This design comes from an exercise in tuning for small area and a short achievable clock period on the open sky130 flow, not from production work.
Where RTL was checked, it was by simulation tests only, not by an equivalence proof against the original.
Function not checked in run 1: the RTL went through the layout flow alone.
Power and IR drop assume default switching activity.

## flow/design.v (module list and top-level ports; edited modules follow where they fit)
// module FP16_mcl: 1161 lines
module FP16_mcl(
    input [15:0] data1,
    input [15:0] data2,
    input rst,
    input input_valid,
    input clk,
    output reg [15:0] datanew,
    output reg output_update
    );
  // ...
==> flow/flow/run.sh <==
#!/bin/bash
# The standard layout, with the port buffers made from the smallest buffer cell.
bash standard.sh 'BUFFER_PORTS_ARGS=-buffer_cell sky130_fd_sc_hd__buf_1' finish > standard.log 2>&1
==> flow/standard.sh <==
#!/bin/bash
# synth_recipe.tcl (not shown) runs the flow's synth.tcl, then flattens the netlist and writes it again
# the make line also repeats each setting of config.mk as NAME=value (left out here)
make -C /OpenROAD-flow-scripts/flow DESIGN_CONFIG=/design/flow/config.mk WORK_HOME=/design/flow/orfs CLKGATE_MAP_FILE= SYNTH_SCRIPT=/design/flow/synth_recipe.tcl "${@:-finish}"
==> flow/config.mk <==
export PLATFORM = sky130hd
export DESIGN_NAME = FP16_mcl
export DESIGN_NICKNAME = FP16_mcl
export VERILOG_FILES = /design/flow/design.v
export SDC_FILE = /design/flow/constraint.sdc
export NUM_CORES = 4
export LEC_CHECK = 0
export ABC_AREA = 1
export CAP_MARGIN = 20
export CORE_MARGIN = 2
export CORE_UTILIZATION = 60
export CTS_BUF_LIST = sky130_fd_sc_hd__clkbuf_4 sky130_fd_sc_hd__clkbuf_8
export SETUP_SLACK_MARGIN = 3.4
export SLEW_MARGIN = 20
==> flow/constraint.sdc <==
create_clock -name core_clock -period 5.5 [get_ports {clk}]
set_input_delay 1.1000 -clock core_clock [delete_from_list [all_inputs] [get_ports {clk}]]
set_output_delay 1.1000 -clock core_clock [all_outputs]
set_load 0.01 [all_outputs]
==> impl_metrics.py, run 1 <==
metrics = {
    "clocking": {
        "cts_made_buffers": 17,
        "worstSkewPairLatency_ns": 0.46,
        "cts.sinks": 170,
    },
    "route": {
        "antenna_left": 0,
        "drt_iter0_drc": 364,
        "via_count": 5698,
        "wire_per_inst_um": 14.56,
    },
    "sta": {
        "max_freq_mhz": 486.8,
        "rsz0062_at_grt": "yes",
    },
    "synth": {
        "synthArstFlopShare_pct": 2.353,
        "yosysTopAreaCell": "dfxtp_1",
        "synth_top_area_share_pct": 41.27,
        "synth_cell_types": 45,
        "ys.flop_type": "dfxtp_1",
        "synth-seq-area-share_pct": 42.52,
        "synthAdderAreaFrac_pct": 19.11,
        "postSynthCellCount": 857,
    },
    "cells_and_area": {
        "dominant_cells": "multi-input combinational cells",
        "reg_top3": "datanew (16), vld (3)",
        "final_cell_mix": "dfxtp_1 (157), nand2_1 (132), inv_1 (108)",
        "buffer_area_share_pct": 2.220,
        "seq_share_pct": 38.84,
        "regArea_mm2": 0.003437,
    },
    "run_status": {
        "outcome": "finished clean",
    },
    "place": {
        "dp_hpwl_mm": 12.39,
        "io_buffers": 51,
    },
    "global_route": {
        "grt-ovfl-total": 0,
        "grt_use_total_pct": 24.02,
        "grtUsageMet3_pct": 5.941,
    },
    "worst_setup_path": {
        "critPathTopFamily": "flip-flops",
        "crit_start": "output_update",
        "startpoint_type": "flop",
        "reg2reg_to": "up15_r3",
        "regToRegSetupSlack_ns": 3.46,
    },
    "power": {
        "internal-power_mw": 2.702,
    },
    "floorplan": {
        "pin_count": 52,
    },
}
==> run 2: changes to the inputs <==
--- a/flow/design.v
+++ b/flow/design.v
@@ -24,51 +24,51 @@
     wire G22;
     wire G23;
     wire G24;
     wire G25;
     wire G26;
     wire G27;
     wire G28;
     wire G29;
+    wire G3;
     wire G30;
     wire G31;
     wire G32;
     wire G33;
     wire G34;
     wire G35;
     wire G36;
     wire G37;
     wire G38;
     wire G39;
     wire G4;
     wire G40;
-    wire G41;
     wire G5;
     wire G6;
     wire G7;
     wire G8;
     wire G9;
     wire P1;
+    wire P11;
     wire P12;
     wire P13;
     wire P14;
     wire P15;
     wire P16;
     wire P17;
     wire P18;
     wire P19;
+    wire P2;
     wire P20;
     wire P21;
     wire P22;
     wire P23;
-    wire P24;
-    wire P3;
     wire P4;
-    wire P7;
+    wire P5;
     wire all_k0;
     wire all_k1;
     wire any_k0;
     wire any_k1;
     wire bm5_0;
     wire bm5_1;
     wire bm5_10;
     wire bm5_11;
@@ -514,21 +514,20 @@
     reg bm5_7_r2;
     reg fc_1_17_18_r2;
     reg hc_1_18_3_r2;
     reg fs_1_20_19_r2;
     reg n_bm5_11_c21_r2;
     reg fc_1_20_19_r2;
     reg bp0_0_r2;
     reg neg0_r2;
-    reg fs_1_2_0_r2;
-    reg G1_r2;
+    reg G2_r2;
     reg g8_r3;
     reg p8_r3;
-    reg G10_r3;
+    reg G9_r3;
     reg ug13_r3;
     reg up13_r3;
     reg ug12_r3;
     reg up12_r3;
     reg ug15_r3;
     reg up15_r3;
     reg ug14_r3;
     reg up14_r3;
@@ -825,28 +824,28 @@
     assign g20 = hs_3_20_9 & fc_3_19_44;
     assign p20 = hs_3_20_9 ^ fc_3_19_44;
     assign g21 = hs_3_21_10 & hc_3_20_9;
     assign p21 = hs_3_21_10 ^ hc_3_20_9;
     assign g0_0 = bp0_0 & neg0_r1;
     assign p0_0 = bp0_0 ^ neg0_r1;
     assign G1 = bp0_1 & g0_0;
     assign P1 = bp0_1 & p0_0;
-    assign G2 = fs_1_2_0_r2 & G1_r2;
-    assign P3 = p4 & fs_2_3_20;
-    assign G4 = g6 | (p6 & g5);
-    assign P4 = p6 & p5;
-    assign G5 = fs_2_3_20 & G2;
-    assign G6 = g4 | (P3 & G2);
-    assign G7 = g7 | (p7 & G4);
-    assign P7 = p7 & P4;
-    assign G8 = g5 | (p5 & G6);
-    assign G9 = G4 | (P4 & G6);
-    assign G10 = G7 | (P7 & G6);
-    assign G11 = g8_r3 | (p8_r3 & G10_r3);
+    assign G2 = fs_1_2_0 & G1;
+    assign P2 = fs_1_2_0 & P1;
+    assign G3 = fs_2_3_20 & G2_r2;
+    assign G4 = g5 | (p5 & g4);
+    assign P4 = p5 & p4;
+    assign G5 = g7 | (p7 & g6);
+    assign P5 = p7 & p6;
+    assign G6 = g4 | (p4 & G3);
+    assign G7 = G4 | (P4 & G3);
+    assign G8 = g6 | (p6 & G7);
+    assign G9 = G5 | (P5 & G7);
+    assign G10 = g8_r3 | (p8_r3 & G9_r3);
     assign hrs11 = fs_3_11_36 ^ fc_3_10_35;
     assign hrc12 = fs_3_11_36 & fc_3_10_35;
     assign hrs12 = fs_3_12_37 ^ fc_3_11_36;
     assign hrc13 = fs_3_12_37 & fc_3_11_36;
     assign hrs13 = fs_3_13_38 ^ fc_3_12_37;
     assign hrc14 = fs_3_13_38 & fc_3_12_37;
     assign hrs14 = fs_3_14_39 ^ fc_3_13_38;
     assign hrc15 = fs_3_14_39 & fc_3_13_38;
@@ -878,42 +877,42 @@
     assign ug18 = hrs18 & hrc18;
     assign up18 = hrs18 ^ hrc18;
     assign ug19 = hrs19 & hrc19;
     assign up19 = hrs19 ^ hrc19;
     assign ug20 = hrs20 & hrc20;
     assign up20 = hrs20 ^ hrc20;
     assign ug21 = hrs21 & hrc21;
     assign up21 = hrs21 ^ hrc21;
-    assign G12 = ug13_r3 | (up13_r3 & ug12_r3);
-    assign P12 = up13_r3 & up12_r3;
-    assign G13 = ug15_r3 | (up15_r3 & ug14_r3);
-    assign P13 = up15_r3 & up14_r3;
-    assign G14 = ug17_r3 | (up17_r3 & ug16_r3);
-    assign P14 = up17_r3 & up16_r3;
-    assign G15 = ug19_r3 | (up19_r3 & ug18_r3);
-    assign P15 = up19_r3 & up18_r3;
-    assign G16 = ug14_r3 | (up14_r3 & G12);
-    assign P16 = up14_r3 & P12;
-    assign G17 = G13 | (P13 & G12);
-    assign P17 = P13 & P12;
-    assign G18 = ug18_r3 | (up18_r3 & G14);
-    assign P18 = up18_r3 & P14;
-    assign G19 = G15 | (P15 & G14);
-    assign P19 = P15 & P14;
-    assign G20 = ug16_r3 | (up16_r3 & G17);
-    assign P20 = up16_r3 & P17;
-    assign G21 = G14 | (P14 & G17);
-    assign P21 = P14 & P17;
-    assign G22 = G18 | (P18 & G17);
-    assign P22 = P18 & P17;
-    assign G23 = G19 | (P19 & G17);
-    assign P23 = P19 & P17;
-    assign G24 = ug20_r3 | (up20_r3 & G23);
-    assign P24 = up20_r3 & P23;
+    assign G11 = ug13_r3 | (up13_r3 & ug12_r3);
+    assign P11 = up13_r3 & up12_r3;
+    assign G12 = ug15_r3 | (up15_r3 & ug14_r3);
+    assign P12 = up15_r3 & up14_r3;
+    assign G13 = ug17_r3 | (up17_r3 & ug16_r3);
+    assign P13 = up17_r3 & up16_r3;
+    assign G14 = ug19_r3 | (up19_r3 & ug18_r3);
+    assign P14 = up19_r3 & up18_r3;
+    assign G15 = ug14_r3 | (up14_r3 & G11);
+    assign P15 = up14_r3 & P11;
+    assign G16 = G12 | (P12 & G11);
+    assign P16 = P12 & P11;
+    assign G17 = ug18_r3 | (up18_r3 & G13);
+    assign P17 = up18_r3 & P13;
+    assign G18 = G14 | (P14 & G13);
+    assign P18 = P14 & P13;
+    assign G19 = ug16_r3 | (up16_r3 & G16);
+    assign P19 = up16_r3 & P16;
+    assign G20 = G13 | (P13 & G16);
+    assign P20 = P13 & P16;
+    assign G21 = G17 | (P17 & G16);
+    assign P21 = P17 & P16;
+    assign G22 = G18 | (P18 & G16);
+    assign P22 = P18 & P16;
+    assign G23 = ug20_r3 | (up20_r3 & G22);
+    assign P23 = up20_r3 & P22;
     assign l9_k0 = p9_r3;
     assign all_k0 = fs_3_10_35_r3 & fc_3_9_34_r3 & g9_r3;
     assign any_k0 = fs_3_10_35_r3 | fc_3_9_34_r3 | g9_r3;
     assign ex2_k0 = (fs_3_10_35_r3 & fc_3_9_34_r3 & ~g9_r3) | (fs_3_10_35_r3 & ~fc_3_9_34_r3 & g9_r3) | (~fs_3_10_35_r3 & fc_3_9_34_r3 & g9_r3);
     assign ex1_k0 = (fs_3_10_35_r3 & ~fc_3_9_34_r3 & ~g9_r3) | (~fs_3_10_35_r3 & fc_3_9_34_r3 & ~g9_r3) | (~fs_3_10_35_r3 & ~fc_3_9_34_r3 & g9_r3);
     assign l10_k0 = ex1_k0 | all_k0;
     assign c12_1_k0 = all_k0 | (hrs11_r3 & any_k0);
     assign q11_1_k0 = hrs11_r3 ^ (any_k0 & ~all_k0);
@@ -929,59 +928,59 @@
     assign ex1_k1 = (fs_3_10_35_r3 & ~fc_3_9_34_r3 & ~c10_k1) | (~fs_3_10_35_r3 & fc_3_9_34_r3 & ~c10_k1) | (~fs_3_10_35_r3 & ~fc_3_9_34_r3 & c10_k1);
     assign l10_k1 = ex1_k1 | all_k1;
     assign c12_1_k1 = all_k1 | (hrs11_r3 & any_k1);
     assign q11_1_k1 = hrs11_r3 ^ (any_k1 & ~all_k1);
     assign k1_k1 = ex2_k1 | (all_k1 & ~l9_k1) | (ex1_k1 & l9_k1);
     assign c12_0_k1 = (all_k1 & l9_k1) | (k1_k1 & hrs11_r3);
     assign q11_0_k1 = hrs11_r3 ^ k1_k1;
     assign q10_k1 = l10_k1 ^ l9_k1;
-    assign pl9 = G11 ? l9_k1 : l9_k0;
-    assign pl10 = G11 ? l10_k1 : l10_k0;
-    assign q0_10 = G11 ? q10_k1 : q10_k0;
-    assign q0_c12 = G11 ? c12_0_k1 : c12_0_k0;
-    assign q0_11 = G11 ? q11_0_k1 : q11_0_k0;
+    assign pl9 = G10 ? l9_k1 : l9_k0;
+    assign pl10 = G10 ? l10_k1 : l10_k0;
+    assign q0_10 = G10 ? q10_k1 : q10_k0;
+    assign q0_c12 = G10 ? c12_0_k1 : c12_0_k0;
+    assign q0_11 = G10 ? q11_0_k1 : q11_0_k0;
     assign q0_12 = up12_r3 ^ q0_c12;
-    assign G25 = ug12_r3 | (up12_r3 & q0_c12);
-    assign q0_13 = up13_r3 ^ G25;
-    assign G26 = G12 | (P12 & q0_c12);
-    assign q0_14 = up14_r3 ^ G26;
+    assign G24 = ug12_r3 | (up12_r3 & q0_c12);
+    assign q0_13 = up13_r3 ^ G24;
+    assign G25 = G11 | (P11 & q0_c12);
+    assign q0_14 = up14_r3 ^ G25;
+    assign G26 = G15 | (P15 & q0_c12);
+    assign q0_15 = up15_r3 ^ G26;
     assign G27 = G16 | (P16 & q0_c12);
-    assign q0_15 = up15_r3 ^ G27;
-    assign G28 = G17 | (P17 & q0_c12);
-    assign q0_16 = up16_r3 ^ G28;
+    assign q0_16 = up16_r3 ^ G27;
+    assign G28 = G19 | (P19 & q0_c12);
+    assign q0_17 = up17_r3 ^ G28;
     assign G29 = G20 | (P20 & q0_c12);
-    assign q0_17 = up17_r3 ^ G29;
+    assign q0_18 = up18_r3 ^ G29;
     assign G30 = G21 | (P21 & q0_c12);
-    assign q0_18 = up18_r3 ^ G30;
+    assign q0_19 = up19_r3 ^ G30;
     assign G31 = G22 | (P22 & q0_c12);
-    assign q0_19 = up19_r3 ^ G31;
+    assign q0_20 = up20_r3 ^ G31;
     assign G32 = G23 | (P23 & q0_c12);
-    assign q0_20 = up20_r3 ^ G32;
-    assign G33 = G24 | (P24 & q0_c12);
-    assign q0_21 = up21_r3 ^ G33;
-    assign q1_c12 = G11 ? c12_1_k1 : c12_1_k0;
-    assign q1_11 = G11 ? q11_1_k1 : q11_1_k0;
+    assign q0_21 = up21_r3 ^ G32;
+    assign q1_c12 = G10 ? c12_1_k1 : c12_1_k0;
+    assign q1_11 = G10 ? q11_1_k1 : q11_1_k0;
     assign q1_12 = up12_r3 ^ q1_c12;
-    assign G34 = ug12_r3 | (up12_r3 & q1_c12);
-    assign q1_13 = up13_r3 ^ G34;
-    assign G35 = G12 | (P12 & q1_c12);
-    assign q1_14 = up14_r3 ^ G35;
+    assign G33 = ug12_r3 | (up12_r3 & q1_c12);
+    assign q1_13 = up13_r3 ^ G33;
+    assign G34 = G11 | (P11 & q1_c12);
+    assign q1_14 = up14_r3 ^ G34;
+    assign G35 = G15 | (P15 & q1_c12);
+    assign q1_15 = up15_r3 ^ G35;
     assign G36 = G16 | (P16 & q1_c12);
-    assign q1_15 = up15_r3 ^ G36;
-    assign G37 = G17 | (P17 & q1_c12);
-    assign q1_16 = up16_r3 ^ G37;
+    assign q1_16 = up16_r3 ^ G36;
+    assign G37 = G19 | (P19 & q1_c12);
+    assign q1_17 = up17_r3 ^ G37;
     assign G38 = G20 | (P20 & q1_c12);
-    assign q1_17 = up17_r3 ^ G38;
+    assign q1_18 = up18_r3 ^ G38;
     assign G39 = G21 | (P21 & q1_c12);
-    assign q1_18 = up18_r3 ^ G39;
+    assign q1_19 = up19_r3 ^ G39;
     assign G40 = G22 | (P22 & q1_c12);
-    assign q1_19 = up19_r3 ^ G40;
-    assign G41 = G23 | (P23 & q1_c12);
-    assign q1_20 = up20_r3 ^ G41;
+    assign q1_20 = up20_r3 ^ G40;
     wire z9 = z9_0_r3;
     wire k = q0_21;
     wire tie0 = pl9 & z9;
     wire tie1 = pl10 & ~pl9 & z9;
     wire [9:0] frac1 = {q1_20, q1_19, q1_18, q1_17, q1_16, q1_15, q1_14, q1_13, q1_12, q1_11 & ~tie1};
     wire [9:0] frac0 = {q0_19, q0_18, q0_17, q0_16, q0_15, q0_14, q0_13, q0_12, q0_11, q0_10 & ~tie0};
     wire [5:0] esr = {es5_r3, es4_r3, es3_r3, es2_r3, es1_r3, es0_r3};
     wire sat1 = esr >= 6'd45;
@@ -1102,21 +1101,20 @@
         bm5_7_r2 <= bm5_7;
         fc_1_17_18_r2 <= fc_1_17_18;
         hc_1_18_3_r2 <= hc_1_18_3;
         fs_1_20_19_r2 <= fs_1_20_19;
         n_bm5_11_c21_r2 <= n_bm5_11_c21;
         fc_1_20_19_r2 <= fc_1_20_19;
         bp0_0_r2 <= bp0_0;
         neg0_r2 <= neg0_r1;
-        fs_1_2_0_r2 <= fs_1_2_0;
-        G1_r2 <= G1;
+        G2_r2 <= G2;
         g8_r3 <= g8;
         p8_r3 <= p8;
-        G10_r3 <= G10;
+        G9_r3 <= G9;
         ug13_r3 <= ug13;
         up13_r3 <= up13;
         ug12_r3 <= ug12;
         up12_r3 <= up12;
         ug15_r3 <= ug15;
         up15_r3 <= up15;
         ug14_r3 <= ug14;
         up14_r3 <= up14;
==> flow/flow/run.sh (replaced) <==
#!/bin/bash
# The standard layout, with the port buffers made from the buf_2 cell.
bash standard.sh 'BUFFER_PORTS_ARGS=-buffer_cell sky130_fd_sc_hd__buf_2' finish > standard.log 2>&1
==> run 2 against run 1 <==
Net effect: wire length is 4.2% lower; clock skew is 0.0089 ns lower; first-iteration DRC count is 3.3% lower; clock power is 9.3% higher; synthesized cell count is 0.58% higher; critical path depth stayed put; sequential share of layout area is 0.58 points lower; combinational power is 2% lower; fmax is 0.69% higher; worst setup slack better by 0.014 ns.
==> impl_metrics.py, run 2 <==
metrics = {
    "sta": {
        "period_minus_slack_ns": 2.040,
        "setup_tns_ns": 0,
        "fin_skew_ns": 0.01094,
        "post-route-period-util_pct": 37.10,
        "setup_viol": 0,
        "rsz0062_at_grt": "yes",
        "slew_headroom_pct": 45.73,
        "hold_viol": 0,
        "slew_violations": 0,
        "max_freq_mhz": 490.1,
        "tightest_slew_ns": 0.8129,
    },
    "clocking": {
        "cts_hold_buf": 0,
        "cts-root-buf": "clkbuf_8",
        "path_clk_slew_ns": 0.09,
        "cts.sinks": 169,
        "cts_max_path_buffers": 2,
        "tritoncts": "built",
        "cts_made_buffers": 17,
        "worstSkewPairLatency_ns": 0.45,
        "htree_levels": 4,
    },
    "worst_setup_path": {
        "path_max_fanout": 1,
        "critPathTopFamily": "flip-flops",
        "startpoint_type": "flop",
        "critical_path_class": "flop to output port",
        "path_cells": "buf_2",
        "cp-endpoint": "output_update",
        "slowest_stage": "dfrtp_1",
        "ff2ff_path_depth": 4,
        "path_buf_inv": 1,
        "crit_cells": 1,
        "cp_slowest_stage_delay_ns": 0.37,
        "reg2reg_to": "up12_r3",
        "crit_start": "output_update",
        "end_kind": "output port",
        "worstPathRequired_ns": 4.40,
        "cp.arrival_ns": 0.94,
        "regToRegSetupSlack_ns": 3.48,
        "r2r-start": "fs_1_12_10_r2",
    },
    "synth": {
        "synth_top_area_share_pct": 41.16,
        "synth_nets": 993,
        "synth_cell_types": 45,
        "avgSynthCellArea_um2": 9.310,
        "yosysTopAreaCell": "dfxtp_1",
        "synth-seq-area-share_pct": 42.41,
        "synthArstFlopShare_pct": 2.367,
        "netlist_top_cells_area": "dfxtp_1 (41%), fa_1 (11%), ha_1 (8.0%)",
        "ys_warn_count": 1,
        "postSynthCellCount": 862,
        "ys_ff_latch": 169,
        "synth_edf_count": 0,
        "netlist_top_cells_count": "dfxtp_1 (165), nand2_1 (155), inv_1 (113)",
        "netlist_area_mm2": 0.008025,
        "ys.flop_type": "dfxtp_1",
        "yosysMostFrequentCell": "dfxtp_1",
    },
    "floorplan": {
        "rows": 42,
        "pin_count": 52,
        "initial_core_util_pct": 61.09,
        "die_w_um": 119.7,
        "die_y_um": 119.7,
        "die_area_mm2": 0.01432,
        "coreArea_mm2": 0.01314,
    },
    "global_route": {
        "busiest_layer": "met2",
        "grt_use_total_pct": 23.19,
        "met1_usage_pct": 27.97,
        "antenna_found_initial": 0,
        "grt_max_degree": 22,
        "grt-ovfl-total": 0,
        "grt_pass1_vias": 5790,
        "use_met2_pct": 40.14,
        "grt_pass1_wl_mm": 26.23,
        "grtUsageMet3_pct": 5.276,
    },
    "cells_and_area": {
        "fin_util_pct": 67.70,
        "final_common_cell": "dfxtp_1",
        "fin_nets": 1048,
        "fill_cells": 1116,
        "drive_gt1_share_pct": 12.69,
        "top_register": "datanew",
        "antenna_cells": 0,
        "areaGrowthSynthToFinish_pct": 10.84,
        "final_cell_mix": "dfxtp_1 (165), nand2_1 (154), inv_1 (113)",
        "reg_top3": "datanew (16), vld (3)",
        "largest_reg_flops": 16,
        "fin_cells": 1106,
    },
    "run_status": {
        "outcome": "finished clean",
    },
    "place": {
        "dp_hpwl_mm": 12.08,
        "gp_congestion": 0.8876,
        "io_buffers": 51,
        "placed_cells": 1073,
    },
    "power": {
        "leakage_nw": 4.375,
        "clockPowerShare_pct": 20.1,
        "power.density_mw_per_mm2": 516.8,
        "p_comb_share_pct": 41.6,
        "swShare_pct": 38.45,
        "p_seq_share_pct": 38.3,
        "p_switching_mw": 1.767,
        "ir_drop_uv": 202.0,
        "internal-power_mw": 2.829,
    },
    "route": {
        "first_pass_iters": 5,
        "wire_per_inst_um": 13.86,
        "drt_iter0_drc": 352,
        "routed_via_density": 5.129,
        "via_count": 5673,
        "wl_mm": 15.33,
        "antenna_left": 0,
        "drc_errors": 0,
    },
    "hold_path": {
        "hold_class": "flop to flop",
    },
    "job": {
        "maxCapViolations": 0,
    },
}
## run 2: cell count changes in the layout (fill, tap and decap cells not counted), moves of 4 or more
cell | before | now
dfxtp_2 | 8 | 0
clkbuf_2 | 4 | 0
a21oi_2 | 6 | 2
o21ai_0 | 35 | 39
buf_1 | 47 | 0
nor2_1 | 36 | 29
dfxtp_1 | 157 | 165
inv_1 | 108 | 113
nand2_1 | 132 | 154
nand3_1 | 41 | 35
buf_2 | 0 | 51
## run 2: logic make-up after synthesis
family                   count (synthesis)  synth area share, %
AO/OA/AOI/OAI                          126                9.417
AND/OR/NAND/NOR                        257                14.36
adder cells (fa/ha/maj)                 96                19.18
XOR/XNOR                                71                7.749
buffers and inverters                  143                6.891
flip-flops                             169                42.41
## run 2: final cells by class
cell class / instances / area (um^2) / share of cell area (%)
sequential: 169 / 3403 / 38.26
multi-input combinational: 550 / 4098 / 46.07
clock inverter: 11 / 160.2 / 1.801
timing repair buffer: 53 / 270.3 / 3.038
clock buffer: 21 / 270.3 / 3.038
inverter: 126 / 473.0 / 5.317
tap: 176 / 220.2 / 2.476
## run 2: worst min-delay path by stage
stage / start / end / slack, ns / cells after the start
2_1_floorplan: es0_r2 / es0_r3 / 0.31 / 0
6_report: es5_r2 / es5_r3 / 0.33 / 0
5_1_grt: sg0_r1 / sg0_r2 / 0.34 / 0
4_1_cts: es1_r2 / es1_r3 / 0.34 / 0
3_5_place_dp: es1_r2 / es1_r3 / 0.32 / 0
3_3_place_gp: z9_0_r2 / z9_0_r3 / 0.31 / 0
## run 2: repair_timing
item / in CTS / in global routing
hold endpoints to repair: 0 / 0
buffers inserted: 0 / 1
gates resized for setup: 0 / 5
setup endpoints to repair: 0 / 8
## run 2: power by group through the flow
stage	clock network, mW	registers [mW]	logic [mW]
floorplan	0	1.77	1.40
global placement	0	1.78	1.81
detailed placement	0	1.79	1.88
CTS	0.946	1.76	1.91
global route	1.01	1.80	2.25
finish	0.925	1.76	1.91
## run 2: stage by stage
stage | hold WS, ns | power (mW) | setup WS (ns) | cell area [um^2]
floorplan | 0.3096 | 3.168 | 3.481 | 8025
finish | 0.3317 | 4.597 | 3.460 | 8895
CTS | 0.3365 | 4.611 | 3.421 | 8859
global placement | 0.3127 | 3.591 | 3.284 | 8428
global route | 0.3396 | 5.059 | 3.355 | 8895
detailed placement | 0.3161 | 3.665 | 3.178 | 8428
## run 2: per-layer routing
| metal | routed length [um] | vias up |
|---|---|---|
| met2 | 7514 | 164 |
| li1 | - | 2880 |
| met1 | 6779 | 2598 |
| met4 | 379 | 0 |
| met3 | 659 | 31 |
| met5 | 0 | - |
==> run 3: changes to the inputs <==
==> flow/flow/run.sh (replaced) <==
#!/bin/bash
# The standard layout, with the port buffers made from the smallest buffer cell.
bash standard.sh 'BUFFER_PORTS_ARGS=-buffer_cell sky130_fd_sc_hd__buf_1' finish > standard.log 2>&1
==> run 3 against run 2 <==
Net effect: die area is the same; worst setup slack gained 0.0098 ns; power shrank 2.0%; hold slack lost 0.0019 ns; register-to-register slack is essentially flat; sequential share of layout area grew 0.49 points; utilization shrank 0.83 points; critical path type unchanged; largest cell class unchanged; largest power group unchanged.
==> impl_metrics.py, run 3 <==
metrics = {
    "run_status": {
        "outcome": "finished clean",
    },
    "worst_setup_path": {
        "ff2ff_path_depth": 7,
        "end_kind": "output port",
        "critPathTopFamily": "flip-flops",
        "regToRegSetupSlack_ns": 3.48,
        "reg2reg_to": "G9_r3",
        "startpoint_type": "flop",
        "critical_path_class": "flop to output port",
        "worstPathRequired_ns": 4.40,
        "path_cells": "buf_1",
        "cp_slowest_stage_delay_ns": 0.36,
        "crit_cells": 1,
        "path_buf_inv": 1,
        "cp.arrival_ns": 0.93,
        "slowest_stage": "dfrtp_1",
        "crit_start": "output_update",
        "path_max_fanout": 1,
        "cp-endpoint": "output_update",
        "r2r-start": "hs_1_7_0_r2",
    },
    "route": {
        "wire_per_inst_um": 13.90,
        "routed_via_density": 5.138,
        "antenna_left": 0,
        "drt_iter0_drc": 315,
        "first_pass_iters": 4,
        "drc_errors": 0,
        "wl_mm": 15.35,
        "via_count": 5677,
    },
    "global_route": {
        "grt_use_total_pct": 23.16,
        "antenna_found_initial": 0,
        "busiest_layer": "met2",
        "grt-ovfl-total": 0,
        "grt_pass1_wl_mm": 26.35,
        "grt_max_degree": 22,
        "grt_pass1_vias": 5717,
        "use_met2_pct": 41.25,
        "met1_usage_pct": 28.07,
        "grtUsageMet3_pct": 3.945,
    },
    "synth": {
        "ys_warn_count": 1,
        "ys.flop_type": "dfxtp_1",
        "yosysMostFrequentCell": "dfxtp_1",
        "postSynthCellCount": 862,
        "ys_ff_latch": 169,
        "synth_top_area_share_pct": 41.16,
        "netlist_top_cells_count": "dfxtp_1 (165), nand2_1 (155), inv_1 (113)",
        "netlist_area_mm2": 0.008025,
        "netlist_top_cells_area": "dfxtp_1 (41%), fa_1 (11%), ha_1 (8.0%)",
        "synth-seq-area-share_pct": 42.41,
        "synth_cell_types": 45,
        "synthArstFlopShare_pct": 2.367,
        "synth_nets": 993,
        "avgSynthCellArea_um2": 9.310,
        "yosysTopAreaCell": "dfxtp_1",
        "synth_edf_count": 0,
    },
    "clocking": {
        "htree_levels": 4,
        "cts_resized": 0,
        "path_clk_slew_ns": 0.09,
        "cts_max_path_buffers": 2,
        "worstSkewPairLatency_ns": 0.45,
        "cts_made_buffers": 17,
        "postCtsSetupRepairBufs": 0,
        "tritoncts": "built",
        "cts-root-buf": "clkbuf_8",
        "cts.sinks": 169,
        "cts_hold_buf": 0,
    },
    "cells_and_area": {
        "fill_cells": 1110,
        "largest_reg_flops": 16,
        "final_cell_mix": "dfxtp_1 (164), nand2_1 (154), inv_1 (113)",
        "multi_input_area_mm2": 0.004076,
        "fin_nets": 1047,
        "antenna_cells": 0,
        "final_common_cell": "dfxtp_1",
        "fin_util_pct": 66.88,
        "top_register": "datanew",
        "reg_top3": "datanew (16), vld (3)",
        "final_area_mm2": 0.008786,
        "drive_gt1_share_pct": 6.997,
        "areaGrowthSynthToFinish_pct": 9.479,
        "regArea_mm2": 0.003405,
    },
    "sta": {
        "period_minus_slack_ns": 2.031,
        "tightest_slew_ns": 0.8053,
        "rsz0062_at_grt": "yes",
        "slew_violations": 0,
        "max_freq_mhz": 492.5,
        "setup_viol": 0,
        "holdWs_ns": 0.3298,
        "fin_skew_ns": 0.009217,
        "slew_headroom_pct": 46.24,
        "setup_tns_ns": 0,
        "hold_viol": 0,
        "post-route-period-util_pct": 36.92,
    },
    "floorplan": {
        "die_y_um": 119.7,
        "die_area_mm2": 0.01432,
        "rows": 42,
        "die_w_um": 119.7,
        "coreArea_mm2": 0.01314,
        "pin_count": 52,
        "initial_core_util_pct": 61.09,
    },
    "power": {
        "finalPower_mw": 4.506,
        "leakage_nw": 4.215,
        "power.density_mw_per_mm2": 512.8,
        "ir_drop_uv": 205.8,
    },
    "place": {
        "io_buffers": 51,
        "dp_hpwl_mm": 12.28,
        "gp_congestion": 0.8913,
        "dpl_cell_area_mm2": 0.008364,
    },
    "hold_path": {
        "hold_class": "flop to flop",
    },
    "job": {
        "maxCapViolations": 0,
    },
}
==> run 3: cells by family after synthesis <==
group / count (synthesis) / share of synthesized area (%)
simple gates: 257 / 14.36
flops: 169 / 42.41
buf+inv: 143 / 6.891
compound gates: 126 / 9.417
fa+ha+maj: 96 / 19.18
xor+xnor: 71 / 7.749
==> run 3: layout make-up <==
class / count / area share, %
Sequential cell: 169 / 38.75
Tap cell: 176 / 2.506
Timing Repair Buffer: 52 / 2.264
Clock buffer: 20 / 3.133
Multi-Input combinational cell: 550 / 46.40
Clock inverter: 12 / 1.567
Inverter: 126 / 5.383
==> run 3: layer usage <==
| metal | vias up | share of wire [%] |
|---|---|---|
| met3 | 26 | 3.8 |
| li1 | 2876 | - |
| met5 | - | 0 |
| met1 | 2626 | 44 |
| met2 | 149 | 50 |
| met4 | 0 | 2.0 |
==> run 3: worst min-delay path by stage <==
stage	startpoint	endpoint	cells after the start
after floorplan	es0_r2	es0_r3	0
after global placement	z9_0_r2	z9_0_r3	0
after detailed placement	es1_r2	es1_r3	0
after CTS	es0_r2	es0_r3	0
after global routing	es5_r2	es5_r3	0
final	es0_r2	es0_r3	0
==> run 3: metrics by stage <==
stage	setup slack [ns]	cells
floorplan	3.481	862
global placement	3.281	1073
detailed placement	3.183	1073
CTS	3.443	1105
global route	3.321	1105
finish	3.469	1105
==> run 3: power breakdown <==
part | switching (mW) | internal [mW] | total (mW)
combinational | 1.12 | 0.741 | 1.86
sequential | 0.193 | 1.56 | 1.76
clock | 0.445 | 0.445 | 0.890
total | 1.76 | 2.75 | 4.51
==> run 3: worst reg2reg max path, cell delays in order, from the launching register on <==
cell and delay, ns:
dfxtp_2 0.33, fa_1 0.53, inv_1 0.05, fa_1 0.50, inv_1 0.04, ha_1 0.28, a21oi_1 0.13, nand2_1 0.06
==> run 4: changes to the inputs <==
--- a/flow/config.mk
+++ b/flow/config.mk
@@ -10,5 +10,5 @@
 export CORE_MARGIN = 2
 export CORE_UTILIZATION = 60
 export CTS_BUF_LIST = sky130_fd_sc_hd__clkbuf_4 sky130_fd_sc_hd__clkbuf_8
-export SETUP_SLACK_MARGIN = 3.4
+export SETUP_SLACK_MARGIN = 3.55
 export SLEW_MARGIN = 20
==> run 4 against run 3 <==
Net effect: fmax increased by 0.19%; largest cell class unchanged; register-to-register slack improved by 0.04 ns; synthesized area unchanged; wire length increased by 1.3%; via count increased by 2.1%.
==> impl_metrics.py, run 4 <==
metrics = {
    "clocking": {
        "cts.sinks": 169,
        "cts-root-buf": "clkbuf_8",
        "path_clk_slew_ns": 0.09,
        "cts_max_path_buffers": 2,
        "cts_hold_buf": 0,
        "cts_made_buffers": 17,
        "tritoncts": "built",
        "htree_levels": 4,
        "worstSkewPairLatency_ns": 0.45,
    },
    "synth": {
        "netlist_top_cells_area": "dfxtp_1 (41%), fa_1 (11%), ha_1 (8.0%)",
        "yosysMostFrequentCell": "dfxtp_1",
        "avgSynthCellArea_um2": 9.310,
        "netlist_area_mm2": 0.008025,
        "synthArstFlopShare_pct": 2.367,
        "postSynthCellCount": 862,
        "ys_warn_count": 1,
        "synth_nets": 993,
        "ys_ff_latch": 169,
        "yosysTopAreaCell": "dfxtp_1",
        "ys.flop_type": "dfxtp_1",
        "synth_cell_types": 45,
        "netlist_top_cells_count": "dfxtp_1 (165), nand2_1 (155), inv_1 (113)",
        "synth-seq-area-share_pct": 42.41,
        "synth_edf_count": 0,
        "synth_top_area_share_pct": 41.16,
    },
    "sta": {
        "max_freq_mhz": 493.4,
        "tightest_slew_ns": 0.8418,
        "hold_viol": 0,
        "slew_violations": 0,
        "rsz0062_at_grt": "yes",
        "fin_skew_ns": 0.01467,
        "post-route-period-util_pct": 36.85,
        "period_minus_slack_ns": 2.027,
        "setup_ws_ns": 3.473,
        "setup_tns_ns": 0,
        "slew_headroom_pct": 43.80,
        "setup_viol": 0,
    },
    "power": {
        "ir_drop_uv": 197.9,
        "finalPower_mw": 4.708,
        "power.density_mw_per_mm2": 525.4,
        "leakage_nw": 4.301,
    },
    "route": {
        "drt_iter0_drc": 326,
        "routed_via_density": 5.223,
        "wire_per_inst_um": 14.01,
        "via_count": 5797,
        "drc_errors": 0,
        "first_pass_iters": 6,
        "antenna_left": 0,
        "wl_mm": 15.55,
    },
    "cells_and_area": {
        "top_register": "datanew",
        "largest_reg_flops": 16,
        "fin_util_pct": 68.21,
        "drive_gt1_share_pct": 13.28,
        "fin_cells": 1110,
        "final_cell_mix": "nand2_1 (148), dfxtp_1 (147), inv_1 (108)",
        "antenna_cells": 0,
        "fin_nets": 1052,
        "final_common_cell": "nand2_1",
        "reg_top3": "datanew (16), vld (3)",
        "areaGrowthSynthToFinish_pct": 11.66,
    },
    "global_route": {
        "grt_use_total_pct": 23.01,
        "grt_pass1_wl_mm": 26.26,
        "grt-ovfl-total": 0,
        "grt_pass1_vias": 5763,
        "antenna_found_initial": 0,
        "grt_max_degree": 22,
    },
    "run_status": {
        "outcome": "finished clean",
    },
    "worst_setup_path": {
        "cp_slowest_stage_delay_ns": 0.37,
        "startpoint_type": "flop",
        "critical_path_class": "flop to output port",
        "cp.arrival_ns": 0.93,
        "critPathTopFamily": "flip-flops",
        "path_cells": "clkbuf_2",
        "end_kind": "output port",
        "slowest_stage": "dfrtp_1",
        "path_buf_inv": 1,
        "path_max_fanout": 1,
        "worstPathRequired_ns": 4.40,
    },
    "floorplan": {
        "initial_core_util_pct": 61.09,
        "rows": 42,
        "die_y_um": 119.7,
        "coreArea_mm2": 0.01314,
        "pin_count": 52,
        "die_w_um": 119.7,
        "die_area_mm2": 0.01432,
    },
    "hold_path": {
        "hold_class": "flop to flop",
    },
    "job": {
        "maxCapViolations": 0,
    },
    "place": {
        "dp_hpwl_mm": 12.11,
        "placed_cells": 1073,
        "io_buffers": 51,
        "gp_congestion": 0.9049,
        "pre_cts_ws_ns": 3.223,
    },
}
[run 4: worst paths after layout]
check | from | endpoint | slack (ns) | depth (start not counted)
setup / recovery | output_update | output_update | 3.47 | 1
hold / removal | es0_r2 | es0_r3 | 0.33 | 0
setup reg to reg | fs_1_16_17_r2 | up16_r3 | 3.52 | 4
hold reg to reg | es0_r2 | es0_r3 | 0.33 | 0
max in group asynchronous | rst | output_update | 4.85 | 2
min in group asynchronous | rst | vld[1] | 0.50 | 2
[run 4: layout make-up]
class	count	area (um^2)
clock buffers	19	249.0
clock inverters	13	170.2
fillers	1066	4177
inverters	126	473.0
multi-input cells	550	4156
flip-flops and latches	169	3428
well taps	176	220.2
repair buffers	57	264.0
[run 4: where the power goes]
group	switching [mW]	internal, mW
logic	1.18	0.848
registers	0.199	1.57
clock network	0.444	0.465
total	1.82	2.89
[run 4: timing repair]
item,in CTS,in global routing
buffers inserted,0,5
endpoints found under the setup margin,25,42
pin swaps,17,18
resized for setup,24,38
[run 4: stage by stage]
stage          instance area [um^2]  hold WS, ns
4_1_cts                        8833       0.3249
3_5_place_dp                   8369       0.3128
6_report                       8961       0.3287
2_1_floorplan                  8030       0.3096
3_3_place_gp                   8369       0.3118
5_1_grt                        8961       0.3352
[run 4: cell families after synthesis]
| logic type | Yosys count | share of synthesized area [%] |
|---|---|---|
| buffers and inverters | 143 | 6.891 |
| adder cells (fa/ha/maj) | 96 | 19.18 |
| XOR/XNOR | 71 | 7.749 |
| AO/OA/AOI/OAI | 126 | 9.417 |
| AND/OR/NAND/NOR | 257 | 14.36 |
| flip-flops | 169 | 42.41 |
[run 4: per-layer routing]
metal / up-vias / GRT usage [%] / share of wire [%]
li1: 2889 / - / -
met1: 2677 / 27.91 / 44
met2: 200 / 40.39 / 49
met3: 31 / 4.183 / 4.7
met4: 0 / 9.338 / 2.5
met5: - / 0 / 0
==> run 5: changes to the inputs <==
--- a/flow/config.mk
+++ b/flow/config.mk
@@ -10,5 +10,5 @@
 export CORE_MARGIN = 2
 export CORE_UTILIZATION = 60
 export CTS_BUF_LIST = sky130_fd_sc_hd__clkbuf_4 sky130_fd_sc_hd__clkbuf_8
-export SETUP_SLACK_MARGIN = 3.55
+export SETUP_SLACK_MARGIN = 3.45
 export SLEW_MARGIN = 20
==> run 5 against run 4 <==
Net effect: synthesized area unchanged; power down 3.1%; clock power down 2%; flip-flop and latch count unchanged; first-iteration DRC count down 4.3%; clock-buffer cell count up 1; wire length down 0.97%; critical endpoint unchanged; highest routed layer unchanged.
==> impl_metrics.py, run 5 <==
metrics = {
    "power": {
        "internal-power_mw": 2.780,
        "power.density_mw_per_mm2": 515.4,
        "ir_drop_uv": 205.4,
        "clockPowerShare_pct": 19.5,
        "p_seq_share_pct": 38.8,
        "swShare_pct": 39.03,
        "p_comb_share_pct": 41.7,
        "leakage_nw": 4.245,
        "p_switching_mw": 1.780,
    },
    "sta": {
        "setup_viol": 0,
        "hold_viol": 0,
        "period_minus_slack_ns": 2.031,
        "setup_tns_ns": 0,
        "fin_skew_ns": 0.009611,
        "post-route-period-util_pct": 36.93,
        "holdWs_ns": 0.3298,
        "slew_headroom_pct": 46.49,
        "slew_violations": 0,
        "setup_ws_ns": 3.469,
        "max_freq_mhz": 492.3,
        "rsz0062_at_grt": "yes",
        "tightest_slew_ns": 0.8016,
    },
    "worst_setup_path": {
        "path_buf_inv": 1,
        "slowest_stage": "dfrtp_1",
        "worstPathRequired_ns": 4.40,
        "cp_slowest_stage_delay_ns": 0.37,
        "startpoint_type": "flop",
        "end_kind": "output port",
        "ff2ff_path_depth": 4,
        "path_cells": "clkbuf_2",
        "critical_path_class": "flop to output port",
        "path_max_fanout": 1,
        "cp.arrival_ns": 0.93,
        "crit_cells": 1,
        "critPathTopFamily": "flip-flops",
    },
    "place": {
        "io_buffers": 51,
        "gp_congestion": 0.8913,
        "dp_hpwl_mm": 12.28,
        "dpl_cell_area_mm2": 0.008364,
        "pre_cts_ws_ns": 3.183,
    },
    "global_route": {
        "grt-ovfl-total": 0,
        "grt_max_degree": 22,
        "grt_use_total_pct": 23.16,
        "grt_pass1_wl_mm": 26.35,
        "grt_pass1_vias": 5717,
        "antenna_found_initial": 0,
    },
    "route": {
        "via_count": 5704,
        "routed_via_density": 5.157,
        "wire_per_inst_um": 13.92,
        "antenna_left": 0,
        "wl_mm": 15.40,
        "first_pass_iters": 6,
        "drc_errors": 0,
        "drt_iter0_drc": 312,
    },
    "floorplan": {
        "rows": 42,
        "die_w_um": 119.7,
        "die_y_um": 119.7,
        "die_area_mm2": 0.01432,
        "initial_core_util_pct": 61.09,
        "coreArea_mm2": 0.01314,
        "pin_count": 52,
    },
    "synth": {
        "yosysMostFrequentCell": "dfxtp_1",
        "netlist_top_cells_area": "dfxtp_1 (41%), fa_1 (11%), ha_1 (8.0%)",
        "netlist_area_mm2": 0.008025,
        "synth-seq-area-share_pct": 42.41,
        "synth_nets": 993,
        "ys_ff_latch": 169,
        "synth_top_area_share_pct": 41.16,
        "netlist_top_cells_count": "dfxtp_1 (165), nand2_1 (155), inv_1 (113)",
        "ys_warn_count": 1,
        "synth_cell_types": 45,
        "synth_edf_count": 0,
        "avgSynthCellArea_um2": 9.310,
        "postSynthCellCount": 862,
        "yosysTopAreaCell": "dfxtp_1",
        "synthArstFlopShare_pct": 2.367,
        "ys.flop_type": "dfxtp_1",
    },
    "clocking": {
        "cts_max_path_buffers": 2,
        "tritoncts": "built",
        "worstSkewPairLatency_ns": 0.45,
        "path_clk_slew_ns": 0.09,
        "cts_made_buffers": 17,
        "cts_hold_buf": 0,
        "cts.sinks": 169,
        "htree_levels": 4,
        "cts-root-buf": "clkbuf_8",
    },
    "cells_and_area": {
        "areaGrowthSynthToFinish_pct": 10.24,
        "antenna_cells": 0,
        "reg_top3": "datanew (16), vld (3)",
        "fin_util_pct": 67.34,
        "largest_reg_flops": 16,
        "fin_nets": 1048,
        "top_register": "datanew",
        "final_cell_mix": "dfxtp_1 (158), nand2_1 (153), inv_1 (112)",
        "final_common_cell": "dfxtp_1",
        "final_area_mm2": 0.008847,
        "drive_gt1_share_pct": 9.140,
    },
    "run_status": {
        "outcome": "finished clean",
    },
    "job": {
        "maxCapViolations": 0,
    },
    "hold_path": {
        "holdPathStages": 0,
        "hold_class": "flop to flop",
    },
}
[run 5: stage by stage]
| step | cells | power (mW) |
|---|---|---|
| 4_1_cts | 1105 | 4.549 |
| 2_1_floorplan | 862 | 3.168 |
| 3_3_place_gp | 1073 | 3.575 |
| 5_1_grt | 1106 | 4.994 |
| 3_5_place_dp | 1073 | 3.652 |
| 6_report | 1106 | 4.560 |
[run 5: final timing paths]
path                          startpoint       endpoint  slack [ns]
setup reg to reg           fs_1_12_11_r2        up12_r3        3.51
hold / removal                    es0_r2         es0_r3        0.33
max in group asynchronous            rst         vld[1]        4.87
hold reg to reg                   es0_r2         es0_r3        0.33
setup / recovery           output_update  output_update        3.47
min in group asynchronous            rst         vld[0]        0.49
[run 5: repair_timing]
item / in CTS / in global routing
endpoints found under the setup margin: 2 / 19
setup buffers: 0 / 1
cloned: 0 / 0
resized for setup: 0 / 25
pin swaps: 1 / 15
[run 5: kinds of logic (layout without fill, tap and decap cells)]
kind of cell	after synthesis	after routing	synth area share [%]
DFF	169	169	42.41
AOI/OAI and AO/OA	126	126	9.417
and+or+nand+nor	257	257	14.36
adders and majority gates	96	96	19.18
buffers and inverters	143	211	6.891
xor gates and xnor gates	71	71	7.749
[run 5: per-layer routing]
metal	global-route usage (%)	part of all wire [%]
met1	28.07	44
met2	41.25	50
met3	3.945	3.9
met4	8.676	2.2
met5	0	0
[run 5: cell type report]
| class | count | area [um^2] |
|---|---|---|
| Fill cell | 1105 | 4290 |
| Multi-Input combinational cell | 550 | 4113 |
| Sequential cell | 169 | 3415 |
| Inverter | 126 | 473.0 |
| Clock buffer | 20 | 275.3 |
| Tap cell | 176 | 220.2 |
| Timing Repair Buffer | 53 | 214.0 |
| Clock inverter | 12 | 137.6 |
[run 5: power by group through the flow]
stage               clock [mW]  combinational, mW  sequential [mW]
finish                   0.891               1.90             1.77
CTS                      0.908               1.88             1.76
detailed placement           0               1.86             1.79
floorplan                    0               1.40             1.77
global placement             0               1.79             1.78
global route             0.958               2.23             1.80
[run 5: worst register-to-register path: stages (launching register included)]
cell     delay, ns
dfxtp_2       0.32
fa_1          0.51
fa_2          0.57
ha_1          0.22
ha_1          0.27
==> run 6: changes to the inputs <==
--- a/flow/config.mk
+++ b/flow/config.mk
@@ -10,5 +10,6 @@
 export CORE_MARGIN = 2
 export CORE_UTILIZATION = 60
 export CTS_BUF_LIST = sky130_fd_sc_hd__clkbuf_4 sky130_fd_sc_hd__clkbuf_8
+export GPL_TIMING_DRIVEN = 0
 export SETUP_SLACK_MARGIN = 3.45
 export SLEW_MARGIN = 20
==> run 6 against run 5 <==
Net effect: still clean; clock skew up 0.0016 ns; synthesized area unchanged; non-clock buffer count up 15; synthesized cell count unchanged; final cell count up 1.3%; largest cell class unchanged; largest power group unchanged.
==> impl_metrics.py, run 6 <==
metrics = {
    "sta": {
        "max_freq_mhz": 482.3,
        "tightest_slew_ns": 0.6614,
        "slew_violations": 0,
        "hold_viol": 0,
        "holdWs_ns": 0.3337,
        "period_minus_slack_ns": 2.074,
        "setup_viol": 0,
        "rsz0062_at_grt": "yes",
        "slew_headroom_pct": 55.91,
        "post-route-period-util_pct": 37.70,
        "fin_skew_ns": 0.01124,
        "setup_ws_ns": 3.426,
        "setup_tns_ns": 0,
    },
    "place": {
        "dp_hpwl_mm": 12.89,
        "dpl_cell_area_mm2": 0.008437,
        "io_buffers": 51,
        "pre_cts_ws_ns": 3.118,
        "gp_congestion": 0.9126,
        "placed_cells": 1089,
    },
    "synth": {
        "synthArstFlopShare_pct": 2.367,
        "ys_ff_latch": 169,
        "synth-seq-area-share_pct": 42.41,
        "netlist_area_mm2": 0.008025,
        "postSynthCellCount": 862,
        "synth_edf_count": 0,
        "avgSynthCellArea_um2": 9.310,
        "netlist_top_cells_count": "dfxtp_1 (165), nand2_1 (155), inv_1 (113)",
        "netlist_top_cells_area": "dfxtp_1 (41%), fa_1 (11%), ha_1 (8.0%)",
        "synth_cell_types": 45,
        "yosysTopAreaCell": "dfxtp_1",
        "ys_warn_count": 1,
        "synth_nets": 993,
        "ys.flop_type": "dfxtp_1",
        "yosysMostFrequentCell": "dfxtp_1",
        "synth_top_area_share_pct": 41.16,
    },
    "floorplan": {
        "die_area_mm2": 0.01432,
        "initial_core_util_pct": 61.09,
        "die_y_um": 119.7,
        "coreArea_mm2": 0.01314,
        "rows": 42,
        "die_w_um": 119.7,
        "pin_count": 52,
    },
    "cells_and_area": {
        "final_common_cell": "dfxtp_1",
        "final_area_mm2": 0.008945,
        "final_cell_mix": "dfxtp_1 (159), nand2_1 (154), inv_1 (112)",
        "fin_util_pct": 68.09,
        "drive_gt1_share_pct": 10.38,
        "top_register": "datanew",
        "fill_cells": 1096,
        "largest_reg_flops": 16,
        "fin_nets": 1063,
        "reg_top3": "datanew (16), vld (3)",
        "areaGrowthSynthToFinish_pct": 11.46,
        "fin_cells": 1120,
        "antenna_cells": 0,
    },
    "clocking": {
        "cts.sinks": 169,
        "postCtsSetupRepairBufs": 0,
        "cts_hold_buf": 0,
        "cts_max_path_buffers": 2,
        "cts_made_buffers": 17,
        "cts-root-buf": "clkbuf_8",
        "worstSkewPairLatency_ns": 0.45,
        "path_clk_slew_ns": 0.09,
        "htree_levels": 4,
        "tritoncts": "built",
    },
    "worst_setup_path": {
        "critPathTopFamily": "adder cells",
        "path_max_fanout": 1,
        "startpoint_type": "flop",
        "worstPathRequired_ns": 5.84,
        "cp_slowest_stage_delay_ns": 0.60,
        "cp.arrival_ns": 2.41,
        "path_buf_inv": 0,
        "end_kind": "flop",
        "slowest_stage": "fa_1",
        "critical_path_class": "flop to flop",
        "path_cells": "fa_1 -> fa_1 -> ha_1 -> ha_1",
    },
    "power": {
        "leakage_nw": 4.319,
        "ir_drop_uv": 195.2,
        "internal-power_mw": 2.860,
        "p_switching_mw": 1.819,
        "swShare_pct": 38.88,
        "clockPowerShare_pct": 20.1,
        "p_seq_share_pct": 37.5,
        "finalPower_mw": 4.678,
        "p_comb_share_pct": 42.4,
        "power.density_mw_per_mm2": 523.0,
    },
    "route": {
        "wire_per_inst_um": 14.53,
        "drt_iter0_drc": 318,
        "routed_via_density": 5.204,
        "first_pass_iters": 5,
        "wl_mm": 16.27,
        "antenna_left": 0,
        "drc_errors": 0,
        "via_count": 5829,
    },
    "job": {
        "maxCapViolations": 0,
    },
    "global_route": {
        "grt_pass1_wl_mm": 27.28,
        "grt-ovfl-total": 0,
        "antenna_found_initial": 0,
        "grt_use_total_pct": 24.39,
        "grt_max_degree": 17,
        "grt_pass1_vias": 5853,
    },
    "hold_path": {
        "hold_class": "flop to flop",
    },
    "run_status": {
        "outcome": "finished clean",
    },
}
run 6: cell counts after synthesis:
Identical to the previous run, type by type.
run 6: worst paths after layout:
| kind | startpoint | to | slack [ns] | cells past startpoint |
|---|---|---|---|---|
| max | bm5_5_r2 | up16_r3 | 3.43 | 4 |
| min | es2_r2 | es2_r3 | 0.33 | 0 |
| max reg2reg | bm5_5_r2 | up16_r3 | 3.43 | 4 |
| min reg2reg | es2_r2 | es2_r3 | 0.33 | 0 |
| max in group asynchronous | rst | vld[1] | 4.88 | 2 |
| min in group asynchronous | rst | vld[2] | 0.48 | 2 |
run 6: cells by family after synthesis:
family / Yosys count / share of synthesized area (%)
simple gates: 257 / 14.36
flops: 169 / 42.41
buf+inv: 143 / 6.891
compound gates: 126 / 9.417
fa+ha+maj: 96 / 19.18
xor+xnor: 71 / 7.749
run 6: power by group through the flow:
| stage | Combinational [mW] | Clock [mW] | Sequential, mW |
|---|---|---|---|
| 2_1_floorplan | 1.40 | 0 | 1.77 |
| 3_3_place_gp | 1.85 | 0 | 1.77 |
| 3_5_place_dp | 1.92 | 0 | 1.78 |
| 4_1_cts | 1.95 | 0.964 | 1.75 |
| 5_1_grt | 2.33 | 1.01 | 1.79 |
| 6_report | 1.99 | 0.940 | 1.75 |
run 6: cell type report:
class / count / area [um^2] / area share (%)
plain buffers: 17 / 86.33 / 0.9652
clock buffers: 18 / 247.7 / 2.770
clock inverters: 13 / 180.2 / 2.014
inverters: 126 / 473.0 / 5.287
multi-input cells: 550 / 4114 / 45.99
flip-flops and latches: 169 / 3411 / 38.13
well taps: 176 / 220.2 / 2.462
repair buffers: 51 / 212.7 / 2.378
run 6: what timing repair did:
action	4_1_cts	5_1_grt
setup endpoints to repair	21	39
resized for setup	8	32
pin swaps	9	7
run 6: layer usage:
layer	global-route usage (%)	up-vias	part of all wire [%]
li1	-	2920	-
met1	29.52	2671	44
met2	40.96	188	48
met3	4.515	50	4.4
met4	13.75	0	4.0
met5	0	-	0
==> run 7: changes to the inputs <==
--- a/flow/config.mk
+++ b/flow/config.mk
@@ -8,8 +8,7 @@
 export ABC_AREA = 1
 export CAP_MARGIN = 20
 export CORE_MARGIN = 2
-export CORE_UTILIZATION = 60
+export CORE_UTILIZATION = 50
 export CTS_BUF_LIST = sky130_fd_sc_hd__clkbuf_4 sky130_fd_sc_hd__clkbuf_8
-export GPL_TIMING_DRIVEN = 0
 export SETUP_SLACK_MARGIN = 3.45
 export SLEW_MARGIN = 20
==> run 7 against run 6 <==
Net effect: clock skew rose by 0.0070 ns; sequential share of layout area is 0.16 points higher; critical path depth shrank 3; register-to-register slack improved by 0.06 ns; via count decreased by 2.2%; wire length shrank 2.7%; non-clock buffer count decreased by 15; final cell count is 2.3% higher; critical path type is now flop to output port; critical endpoint is now output_update.
==> impl_metrics.py, run 7 <==
metrics = {
    "run_status": {
        "outcome": "finished clean",
    },
    "synth": {
        "avgSynthCellArea_um2": 9.310,
        "yosysTopAreaCell": "dfxtp_1",
        "yosysMostFrequentCell": "dfxtp_1",
        "synth_edf_count": 0,
        "ys.flop_type": "dfxtp_1",
        "synth_cell_types": 45,
        "synthXorXnorAreaFrac_pct": 7.749,
        "synth_nets": 993,
        "netlist_area_mm2": 0.008025,
        "synth_top_area_share_pct": 41.16,
        "synthArstFlopShare_pct": 2.367,
        "synth_mux_area_share_pct": 0,
        "synthSimpleGateAreaFrac_pct": 14.36,
        "synth-compound-area-share_pct": 9.417,
        "netlist_top_cells_count": "dfxtp_1 (165), nand2_1 (155), inv_1 (113)",
        "postSynthCellCount": 862,
        "ys_warn_count": 1,
        "synth_top_family_by_area": "adder cells",
        "synthAdderAreaFrac_pct": 19.18,
        "synth-seq-area-share_pct": 42.41,
        "ys_ff_latch": 169,
        "netlist_top_cells_area": "dfxtp_1 (41%), fa_1 (11%), ha_1 (8.0%)",
    },
    "sta": {
        "max_freq_mhz": 490.3,
        "slew_headroom_pct": 42.22,
        "holdWs_ns": 0.3313,
        "setup_tns_ns": 0,
        "hold_viol": 0,
        "tightest_slew_ns": 0.8655,
        "period_minus_slack_ns": 2.039,
        "rsz0062_at_grt": "yes",
        "slew_violations": 0,
        "post-route-period-util_pct": 37.08,
        "fin_skew_ns": 0.01823,
        "setup_viol": 0,
    },
    "worst_setup_path": {
        "cp.arrival_ns": 0.94,
        "r2r-start": "fs_1_13_12_r2",
        "path_max_fanout": 1,
        "critPathTopFamily": "flip-flops",
        "critical_path_class": "flop to output port",
        "end_kind": "output port",
        "worstPathRequired_ns": 4.40,
        "startpoint_type": "flop",
        "ff2ff_path_depth": 4,
        "slowest_stage": "dfrtp_1",
        "regToRegSetupSlack_ns": 3.49,
        "path_buf_inv": 1,
        "path_cells": "clkbuf_2",
        "cp_slowest_stage_delay_ns": 0.37,
        "reg2reg_to": "up13_r3",
    },
    "cells_and_area": {
        "multi_input_area_mm2": 0.004145,
        "drive_gt1_share_pct": 11.40,
        "antenna_cells": 0,
        "fin_util_pct": 56.70,
        "regArea_mm2": 0.003423,
        "final_cell_mix": "dfxtp_1 (153), nand2_1 (147), inv_1 (112)",
        "fin_cells": 1146,
        "fill_cells": 1472,
        "largest_reg_flops": 16,
        "reg_top3": "datanew (16), vld (3)",
        "final_common_cell": "dfxtp_1",
        "areaGrowthSynthToFinish_pct": 11.41,
        "top_register": "datanew",
        "fin_nets": 1048,
    },
    "route": {
        "antenna_left": 0,
        "drt_iter0_drc": 296,
        "via_count": 5700,
        "wl_mm": 15.84,
        "drc_errors": 0,
        "routed_via_density": 4.974,
        "first_pass_iters": 6,
        "wire_per_inst_um": 13.82,
    },
    "clocking": {
        "tritoncts": "built",
        "cts-root-buf": "clkbuf_8",
        "cts_hold_buf": 0,
        "worstSkewPairLatency_ns": 0.45,
        "cts_made_buffers": 17,
        "cts.sinks": 169,
        "path_clk_slew_ns": 0.09,
        "cts_max_path_buffers": 2,
        "htree_levels": 4,
    },
    "global_route": {
        "grt_pass1_vias": 5693,
        "grt-ovfl-total": 0,
        "antenna_found_initial": 0,
        "grt_max_degree": 22,
        "grt_pass1_wl_mm": 26.55,
        "grt_use_total_pct": 19.90,
    },
    "place": {
        "placed_cells": 1113,
        "io_buffers": 51,
        "gp_congestion": 0.8566,
        "dp_hpwl_mm": 12.42,
    },
    "floorplan": {
        "initial_core_util_pct": 50.89,
        "die_area_mm2": 0.01708,
        "die_y_um": 130.7,
        "pin_count": 52,
        "die_w_um": 130.7,
        "rows": 46,
        "coreArea_mm2": 0.01577,
    },
    "hold_path": {
        "hold_class": "flop to flop",
        "holdPathStages": 0,
        "hold_path_end": "sg0_r2",
        "min-delay-start": "sg0_r1",
    },
    "power": {
        "leakage_nw": 4.275,
        "power.density_mw_per_mm2": 512.3,
        "ir_drop_uv": 196.6,
    },
    "job": {
        "maxCapViolations": 0,
    },
}
## run 7: cell counts after synthesis
No cell type changed its count.
## run 7: area by class of cell
| type | instances | share of cell area, % |
|---|---|---|
| clock buffers | 20 | 3.009 |
| clock inverters | 12 | 1.203 |
| inverters | 126 | 5.290 |
| multi-input cells | 550 | 46.36 |
| flip-flops and latches | 169 | 38.29 |
| well taps | 216 | 3.023 |
| repair buffers | 53 | 2.827 |
## run 7: cells by family after synthesis
| logic type | after synthesis |
|---|---|
| xor+xnor | 71 |
| buf+inv | 143 |
| flops | 169 |
| simple gates | 257 |
| fa+ha+maj | 96 |
| compound gates | 126 |
## run 7: metrics by stage
| stage | setup WS (ns) | area [um^2] | total power [mW] |
|---|---|---|---|
| 4_1_cts | 3.421 | 8803 | 4.523 |
| 3_3_place_gp | 3.271 | 8414 | 3.641 |
| 6_report | 3.461 | 8941 | 4.581 |
| 3_5_place_dp | 3.162 | 8414 | 3.679 |
| 5_1_grt | 3.376 | 8941 | 5.048 |
| 2_1_floorplan | 3.481 | 8025 | 3.168 |
## run 7: report_power, final
group	leakage, nW	switching (mW)	total (mW)	internal (mW)
Sequential	1.43	0.220	1.80	1.58
Combinational	2.65	1.15	1.97	0.811
Clock	0.194	0.463	0.820	0.358
## run 7: how the worst max path moves through the flow
stage	startpoint	to	cells after the start
after global routing	fc_3_9_34_r3	datanew[2]	12
final	output_update	output_update	1
after global placement	data2[1]	z9_0_r1	7
after floorplan	data2[1]	z9_0_r1	6
after CTS	output_update	output_update	1
after detailed placement	data2[1]	z9_0_r1	7
## run 7: timing repair
item | CTS | global route
setup endpoints to repair | 9 | 33
resized for setup | 9 | 51
pin swaps | 3 | 12
buffers inserted | 0 | 1
## run 7: routing by layer
| metal | global-route usage [%] | part of all wire, % | vias to the layer above |
|---|---|---|---|
| met4 | 8.198 | 2.6 | 0 |
| met5 | 0 | 0 | - |
| li1 | - | - | 2877 |
| met1 | 24.75 | 45 | 2644 |
| met3 | 4.764 | 4.2 | 28 |
| met2 | 33.39 | 49 | 151 |
==> run 8: changes to the inputs <==
==> flow/flow/run.sh (replaced) <==
#!/bin/bash
# The standard layout, with the port buffers made from the smallest buffer
# cell and a strong buffer at the root of the clock tree.
bash standard.sh 'BUFFER_PORTS_ARGS=-buffer_cell sky130_fd_sc_hd__buf_1' \
  'CTS_ARGS=-sink_clustering_enable -repair_clock_nets -root_buf sky130_fd_sc_hd__clkbuf_16 -buf_list {sky130_fd_sc_hd__clkbuf_4 sky130_fd_sc_hd__clkbuf_8}' \
  finish > standard.log 2>&1
--- a/flow/config.mk
+++ b/flow/config.mk
@@ -8,7 +8,7 @@
 export ABC_AREA = 1
 export CAP_MARGIN = 20
 export CORE_MARGIN = 2
-export CORE_UTILIZATION = 50
+export CORE_UTILIZATION = 60
 export CTS_BUF_LIST = sky130_fd_sc_hd__clkbuf_4 sky130_fd_sc_hd__clkbuf_8
-export SETUP_SLACK_MARGIN = 3.45
+export SETUP_SLACK_MARGIN = 3.4
 export SLEW_MARGIN = 20
==> run 8 against run 7 <==
Net effect: fmax rose by 1.1%; wire length fell by 3.1%; first-iteration DRC count fell by 1.0%; die area fell by 16%; highest routed layer unchanged.
==> impl_metrics.py, run 8 <==
metrics = {
    "cells_and_area": {
        "top_register": "datanew",
        "fin_nets": 1047,
        "final_cell_mix": "dfxtp_1 (165), nand2_1 (154), inv_1 (113)",
        "final_area_mm2": 0.008796,
        "final_common_cell": "dfxtp_1",
        "drive_gt1_share_pct": 6.889,
        "antenna_cells": 0,
        "largest_reg_flops": 16,
        "areaGrowthSynthToFinish_pct": 9.604,
        "fin_cells": 1105,
        "reg_top3": "datanew (16), vld (3)",
    },
    "global_route": {
        "antenna_found_initial": 0,
        "grt_max_degree": 22,
        "grt_pass1_wl_mm": 26.38,
        "grt_use_total_pct": 23.17,
        "grt-ovfl-total": 0,
        "grt_pass1_vias": 5704,
    },
    "clocking": {
        "cts_resized": 0,
        "postCtsSetupRepairBufs": 0,
        "cts-root-buf": "clkbuf_16",
        "htree_levels": 4,
        "path_clk_slew_ns": 0.08,
        "cts_made_buffers": 17,
        "cts_hold_buf": 0,
        "cts_max_path_buffers": 2,
        "worstSkewPairLatency_ns": 0.37,
        "cts.sinks": 169,
        "tritoncts": "built",
    },
    "sta": {
        "setup_viol": 0,
        "slew_headroom_pct": 46.95,
        "period_minus_slack_ns": 2.017,
        "post-route-period-util_pct": 36.68,
        "setup_tns_ns": 0,
        "rsz0062_at_grt": "yes",
        "slew_violations": 0,
        "fin_skew_ns": 0.009518,
        "max_freq_mhz": 495.7,
        "tightest_slew_ns": 0.7947,
        "hold_viol": 0,
        "holdWs_ns": 0.3281,
    },
    "synth": {
        "synth_nets": 993,
        "avgSynthCellArea_um2": 9.310,
        "postSynthCellCount": 862,
        "synth-seq-area-share_pct": 42.41,
        "synth_cell_types": 45,
        "netlist_top_cells_count": "dfxtp_1 (165), nand2_1 (155), inv_1 (113)",
        "yosysMostFrequentCell": "dfxtp_1",
        "ys_warn_count": 1,
        "yosysTopAreaCell": "dfxtp_1",
        "synth_top_area_share_pct": 41.16,
        "ys_ff_latch": 169,
        "netlist_area_mm2": 0.008025,
        "synthArstFlopShare_pct": 2.367,
        "synth_edf_count": 0,
        "ys.flop_type": "dfxtp_1",
        "netlist_top_cells_area": "dfxtp_1 (41%), fa_1 (11%), ha_1 (8.0%)",
    },
    "worst_setup_path": {
        "startpoint_type": "flop",
        "critical_path_class": "flop to flop",
        "cp.arrival_ns": 2.28,
        "critPathTopFamily": "adder cells",
        "path_cells": "fa_1 -> inv_1 -> fa_1 -> inv_1 -> ha_1 -> a21oi_1 -> nand2_1",
        "slowest_stage": "fa_1",
        "regToRegSetupSlack_ns": 3.48,
        "end_kind": "flop",
        "cp_slowest_stage_delay_ns": 0.53,
        "path_max_fanout": 2,
        "worstPathRequired_ns": 5.77,
        "path_buf_inv": 2,
    },
    "job": {
        "maxCapViolations": 0,
    },
    "floorplan": {
        "die_w_um": 119.7,
        "die_area_mm2": 0.01432,
        "pin_count": 52,
        "initial_core_util_pct": 61.09,
        "rows": 42,
        "die_y_um": 119.7,
        "coreArea_mm2": 0.01314,
    },
    "route": {
        "wire_per_inst_um": 13.88,
        "routed_via_density": 5.149,
        "wl_mm": 15.34,
        "via_count": 5690,
        "drt_iter0_drc": 293,
        "first_pass_iters": 4,
        "drc_errors": 0,
        "antenna_left": 0,
    },
    "hold_path": {
        "hold_class": "flop to flop",
    },
    "place": {
        "dp_hpwl_mm": 12.28,
        "dpl_cell_area_mm2": 0.008364,
        "io_buffers": 51,
        "gp_congestion": 0.8913,
        "placed_cells": 1073,
    },
    "run_status": {
        "outcome": "finished clean",
    },
    "power": {
        "leakage_nw": 4.220,
        "power.density_mw_per_mm2": 514.0,
        "ir_drop_uv": 244.2,
    },
}
run 8: cell types whose count changed in the layout (fill, tap and decap cells not counted), sizes merged:
cell	change
buf	+5
bufinv	+2
inv	-4
clkbuf	-6
clkinvlp	+1
clkinv	+1
run 8: final cells by class:
| class | instances | area, um^2 |
|---|---|---|
| Clock buffer | 20 | 286.5 |
| Clock inverter | 12 | 137.6 |
| Multi-Input combinational cell | 550 | 4076 |
| Inverter | 126 | 473.0 |
| Timing Repair Buffer | 52 | 198.9 |
| Tap cell | 176 | 220.2 |
| Sequential cell | 169 | 3403 |
| Fill cell | 1108 | 4342 |
run 8: through the flow:
stage	util (%)	power (mW)	setup slack (ns)
5_1_grt	66.95	4.972	3.321
2_1_floorplan	-	3.168	3.481
4_1_cts	66.90	4.570	3.450
3_3_place_gp	63.67	3.575	3.281
3_5_place_dp	63.67	3.652	3.183
6_report	66.95	4.521	3.483
run 8: cells by family (layout without fill, tap and decap cells):
kind of cell    Yosys count  after routing  share of synthesized area [%]
flops                   169            169                          42.41
compound gates          126            126                          9.417
xor+xnor                 71             71                          7.749
simple gates            257            257                          14.36
buf+inv                 143            210                          6.891
fa+ha+maj                96             96                          19.18
run 8: report_power, final:
part / switching (mW) / leakage (nW) / internal (mW) / total, mW
combinational: 1.12 / 2.57 / 0.741 / 1.86
clock: 0.441 / 0.213 / 0.464 / 0.905
sequential: 0.193 / 1.43 / 1.56 / 1.76
run 8: per-layer routing:
layer / vias to the layer above / part of all wire (%) / track usage (%)
li1: 2877 / - / -
met1: 2650 / 44 / 28.20
met2: 143 / 50 / 41.25
met3: 20 / 3.7 / 3.945
met4: 0 / 1.7 / 8.456
met5: - / 0 / 0
run 8: worst paths after layout:
path / from / endpoint / cells past startpoint
setup reg to reg: hs_1_7_0_r2 / G9_r3 / 7
min in group asynchronous: rst / vld[0] / 2
hold reg to reg: es0_r2 / es0_r3 / 0
max in group asynchronous: rst / vld[1] / 2
setup / recovery: hs_1_7_0_r2 / G9_r3 / 7
hold / removal: es0_r2 / es0_r3 / 0

-- static timing again, ports no longer ideal --
The results above use ideal ports. As a check the final layouts listed here were re-extracted and re-timed, cells and wires unchanged. Step 1, drivers: a clkbuf_16 drives clk and a buf_2 each remaining input, both assumed. Step 2, shift: input delay + t, output delay - t, t = (earliest + latest rising clock arrival at the registers) / 2. This alone moves slack from input paths to output paths. a / b / c = ideal / step 1 / step 2; a / b = the first two.
| run | shift t [ns] | setup slack, ns |
|---|---|---|
| run 1 | 0.490 | 3.446 / 3.407 / 3.291 |
| run 2 | 0.479 | 3.460 / 3.422 / 3.160 |
| run 3 | 0.478 | 3.469 / 3.434 / 3.160 |
| run 4 | 0.476 | 3.473 / 3.437 / 3.222 |
| run 5 | 0.477 | 3.469 / 3.433 / 3.176 |
| run 6 | 0.478 | 3.426 / 3.426 / 3.090 |
| run 7 | 0.484 | 3.461 / 3.421 / 3.142 |
| run 8 | 0.407 | 3.483 / 3.483 / 3.163 |
After both steps every run listed still meets setup and hold.
